Background: an optimization exercise with open tools, aiming at small area and a short achievable clock period. Do not read the settings as production practice.
Only simulation tests tie the RTL to the original design; equivalence was not proved.
Power figures rest on the tool's default switching activity, not on a simulated workload.

## build 45
==> flow/design.v (excerpt) <==
module pipelined_regfile_3stage(clk, rst, aluout,
	imem_addr, imem_rdata,
	dmem_raddr, dmem_rdata, dmem_wen, dmem_waddr, dmem_wdata);
input clk;
input rst;
output [15:0] imem_addr;
input  [15:0] imem_rdata;
output [15:0] dmem_raddr;
input  [15:0] dmem_rdata;
output dmem_wen;
output [15:0] dmem_waddr;
output [15:0] dmem_wdata;
output [15:0] aluout;
function [15:0] rev16(input [15:0] v);
	integer k;
	for (k = 0; k < 16; k = k + 1) rev16[k] = v[15-k];
endfunction
reg [15:0] pc;            
reg [15:0] ia;            
reg [15:0] a_E, b_E;
reg [3:0]  imm_E, wa_E;
reg [2:0]  op_E;
reg        v_E, we_E, ld_E, sw_E, br_E, ls_E;
reg [15:0] x_M, y_M, z_M;
reg [3:0]  wa_M;
reg        we_M, ld_M, sw_M, mul_M, srl_M;
reg [15:0] dm;            
reg [3:0]  wa_D;
reg        we_D, ld_D;
reg [15:0] alu_W, md_W;
reg [3:0]  wa_W;
reg        we_W, ld_W;
reg [15:0] rf [0:15];
wire [15:0] inst = imem_rdata;
wire [3:0] op = inst[15:12];
wire [3:0] rd = inst[11:8];
wire [3:0] rs = inst[7:4];
wire [3:0] rt = inst[3:0];
wire d_lw  = op == 4'h8;
wire d_sw  = op == 4'h9;
wire d_beq = op == 4'ha;
wire d_jr  = op == 4'hc;
wire d_jal = op == 4'hd;
wire d_jmp = (op == 4'hb) | d_jal;
wire d_we  = ~(d_sw | d_beq | (op == 4'hb) | d_jr | d_jal);
  ...
Settings: LEC_CHECK=0, CAP_MARGIN=20, CORE_MARGIN=2, CORE_UTILIZATION=55, SETUP_SLACK_MARGIN=4.5, SLEW_MARGIN=20; clock period 8.0 ns.
standard.sh (not shown) runs the stock make flow with config.mk's settings and CLKGATE_MAP_FILE= SYNTH_SCRIPT=/design/flow/synth_recipe.tcl, a recipe that flattens the netlist after the stock synthesis.
==> flow/flow/run.sh <==
#!/bin/bash
# Standard layout, with plain buffers (instead of ORFS's default delay cell)
# on the input and output ports.
export BUFFER_PORTS_ARGS="-buffer_cell sky130_fd_sc_hd__buf_2"
bash standard.sh > standard.log 2>&1
Build 45: PASS, flow complete, no timing, DRC or antenna violations
Input-level comparison between build 3 and build 45:
-- flow/config.mk --
<<< build 45, line 11
>>> build 3, line 11
export CTS_BUF_LIST = sky130_fd_sc_hd__clkbuf_16
export CTS_CLUSTER_DIAMETER = 100
export CTS_CLUSTER_SIZE = 20
==> comparison <==
- | total buffers and inverters traversed by the critical path | lower: build 3 |
- On count of clock-buffer cells in the layout, the higher figure sits with build 45, not build 3.
- Build 45 reports its critical path endpoint as pc[9] while build 3 reports b_E[6].
- Reported for build 45 and build 3, global placement routability congestion turned out identical to the last digit.
Relative to build 3, the following input files were edited for build 48:
-- flow/config.mk --
<<< build 3, line 10
export CORE_UTILIZATION = 55
>>> build 48, line 10
export CORE_UTILIZATION = 40
<<< build 3, line 12
export CTS_CLUSTER_DIAMETER = 100
export CTS_CLUSTER_SIZE = 20
>>> build 48, line 12
export CTS_CLUSTER_DIAMETER = 115
export CTS_CLUSTER_SIZE = 24
==> run summary <==
Delta (build 48 minus build 3): worst setup margin has increased, period utilization has decreased, instance area after placement has increased.
Changes observed in build 48 relative to build 3: final total power went down 2.7%; average wire length per cell after detail routing -about 1.1%; final critical path time including I/O delays and setup decreased by 59 ps relative to the old numbers.
[inputs] build 35 vs build 48
-- flow/config.mk --
<<< build 48, line 12
export CTS_CLUSTER_DIAMETER = 115
export CTS_CLUSTER_SIZE = 24
>>> build 35, line 12
export CTS_CLUSTER_DIAMETER = 100
export CTS_CLUSTER_SIZE = 20
==> run summary <==
Every stage of the flow completed for build 35, and the final layout passed the timing, design-rule and antenna checks. [build 35] number of buffer and inverter instances along the worst setup path rose 1 relative to build 48. When build 35 is set beside build 48, its clock skew turns out to be 17 ps larger. Build 35 does worse than build 48 on leakage power of the design. Changes observed in build 35 relative to build 48: minimum period implied by the final worst setup slack decreased 30 ps, clock network power share now larger. When build 35 is measured against build 48, its cell count along the critical path turns out 6 lower. A top metal layer carrying routed signals of met5 is what build 35 shows, while met4 belongs to build 48. According to the power report, total power for build 35 is higher than for build 48. Taking build 48 as the reference, in build 35 clock-pin transition on the worst setup and hold timing paths shows no meaningful change, area occupied by multi-input gates closely matched the old numbers, relative slew slack lower, worst setup slack picked up an extra 30 ps.

* * *

== onyx ==
Another version of the RTL of pipelined_regfile_3stage (not shown whole).
Size in the first run: about 2,300 cells after synthesis, ~470 flip-flops, roughly 120 I/O pins, roughly 0.025 sq mm of cells after synthesis.
clock: 8.0 ns
lec_check: 0
cap_margin: 20
core_margin: 2
core_utilization: 40
cts_buf_list: sky130_fd_sc_hd__clkbuf_16
cts_cluster_diameter: 100
cts_cluster_size: 20
setup_slack_margin: 4.4
slew_margin: 20
Scripts as last shown in full above: flow/flow/run.sh
The following lists how tundra was set up differently from onyx:
Settings: swapping 4.4 for 4.5 in SETUP_SLACK_MARGIN.
--- outcome ---
Compared with onyx, tundra shows quantity of gates resized following cts that has gone up by more than a quarter. As far as overall overflow remaining after global route is concerned, onyx and tundra perform about the same. Of the two values seen for startpoint of the most critical setup path, rst was produced by tundra and a_E[2] by onyx. Of tundra and onyx, the higher worst setup margin belongs to tundra. The standard cells in tundra occupy more silicon area than those in onyx do. In the reports for tundra and onyx, the smaller switching share of total power belongs to tundra. Time the final worst path needs with I/O delays and setup: higher on onyx.
Setup changes, tundra to juniper
Settings: CAP_MARGIN now 10, was 20; CTS_CLUSTER_DIAMETER no longer set, was 100; CTS_CLUSTER_SIZE now 25, was 20; SLEW_MARGIN now 10, was 20; CTS_BUF_LIST now sky130_fd_sc_hd__clkbuf_8, was sky130_fd_sc_hd__clkbuf_16; PLACE_DENSITY now 0.72, previously not set.
Notes after the runs:
- Diff juniper and tundra: number of antenna violations at the first check in global routing higher in juniper
- Changes observed in juniper relative to tundra: clock-buffer cell count moved up; power density over the cells moved up; wire length moved down; post-synthesis share of cell area spent on xor and xnor gates level; final area moved up.
- Diff juniper and tundra: number of signal-net buffers in the layout lower in tundra
diff inputs: juniper => lagoon
Settings: CAP_MARGIN: 10 -> 20; SLEW_MARGIN: 10 -> 20; CTS_CLUSTER_SIZE: 25 -> 20; PLACE_DENSITY: 0.72 -> unset; CTS_BUF_LIST: sky130_fd_sc_hd__clkbuf_8 -> sky130_fd_sc_hd__clkbuf_16; CTS_CLUSTER_DIAMETER: unset -> 100.
==> flow/flow/run.sh <==
#!/bin/bash
# Standard layout, with plain buffers (instead of ORFS's default delay cell)
# on the input and output ports, and the rst and dmem_wen pins side by side
# (dmem_wen is rst gated, a path from an input straight to an output).
export BUFFER_PORTS_ARGS="-buffer_cell sky130_fd_sc_hd__buf_2"
export IO_CONSTRAINTS=$PWD/flow/io.tcl
bash standard.sh > standard.log 2>&1
==> flow/flow/io.tcl (new file) <==
set_io_pin_constraint -pin_names {rst dmem_wen} -group -order
On detailed-route wire length, the lower figure sits with juniper, not lagoon.
From juniper to lagoon the numbers moved as follows: setup clock skew after layout decreased by 0.035 ns relative to the old numbers; clock latency on the worst-skew pair decreased by 0.09 ns relative to the old numbers; number of non-clock buffers increased by 26 relative to the old numbers; flip-flop and latch count closely matched the old numbers.
diff inputs: lagoon => indigo
Settings: a change of CTS_CLUSTER_SIZE from 20 to 24; a change of SETUP_SLACK_MARGIN from 4.5 to 4.55; a change of CTS_CLUSTER_DIAMETER from 100 to 115.
==> flow/flow/run.sh <==
#!/bin/bash
# Standard layout, with plain buffers (instead of ORFS's default delay cell)
# on the input and output ports.
export BUFFER_PORTS_ARGS="-buffer_cell sky130_fd_sc_hd__buf_2"
bash standard.sh > standard.log 2>&1
removed: flow/flow/io.tcl
Notes after the runs:
Against lagoon, indigo comes in 570 um higher on first-pass GRT wire length. indigo vs. lagoon: total wire length picked up an extra about 0.9%; peak supply drop lost about 18%; total setup violations reported at the end of the flow neither gained nor lost much.
--- input diff indigo..cedar ---
Settings: SETUP_SLACK_MARGIN now 4.5, was 4.55.
==> run summary <==
- On relative contribution of the clock network to total power: between cedar and indigo, it ends up higher for cedar.
- From indigo to cedar the numbers moved as follows: power dissipated in combinational cells has decreased; placer's final routability congestion estimate has remained practically unchanged; average wire per standard cell has decreased; number of vias in the routed layout has decreased; routed wire length has decreased.
- Compared with indigo, cedar shows a higher met1 track demand over resource in global routing.
- cedar: PASS, flow complete, no timing, DRC or antenna violations

-- re-timing with driven ports --
In the flow no input, the clock included, has a driving cell. The finished layouts below were timed again as built, in two steps.
Step 1 (the two cells are an assumption about what drives the block):
set clk [get_ports {clk}]
set_driving_cell -lib_cell sky130_fd_sc_hd__clkbuf_16 $clk
set_driving_cell -lib_cell sky130_fd_sc_hd__buf_2 [delete_from_list [all_inputs] $clk]
Step 2 also shifts input and output timing later by t, the mid clock arrival at the registers, as if the neighbouring blocks saw the same clock.
Three values: no drivers, after step 1, after step 2; two values: the first two.
run | t (ns) | slack for setup (ns) | clock arrival spread, ns | worst data-port slew with drivers (ns)
build 45 | 0.657 | 4.482 / 4.393 / 3.791 | 0.030 / 0.031 | 0.14
build 3 | 0.664 | 4.402 / 4.342 / 3.678 | 0.022 / 0.022 | 0.18
build 48 | 0.668 | 4.461 / 4.348 / 3.774 | 0.059 / 0.059 | 0.22
build 35 | 0.683 | 4.491 / 4.343 / 3.758 | 0.086 / 0.087 | 0.23
onyx | 0.674 | 4.353 / 4.172 / 3.626 | 0.024 / 0.024 | 0.31
tundra | 0.681 | 4.402 / 4.252 / 3.859 | 0.035 / 0.034 | 0.23
juniper | 0.728 | 4.349 / 4.293 / 3.793 | 0.059 / 0.059 | 0.13
lagoon | 0.667 | 4.384 / 4.346 / 3.852 | 0.022 / 0.021 | 0.10
indigo | 0.647 | 4.272 / 4.226 / 3.924 | 0.041 / 0.042 | 0.09
cedar | 0.662 | 4.396 / 4.250 / 3.787 | 0.044 / 0.044 | 0.23
After both steps setup and hold are still met in every run listed. For build 35, which loses most, drivers alone change the setup slack by -0.148 ns; drivers and shift together by -0.733 ns.
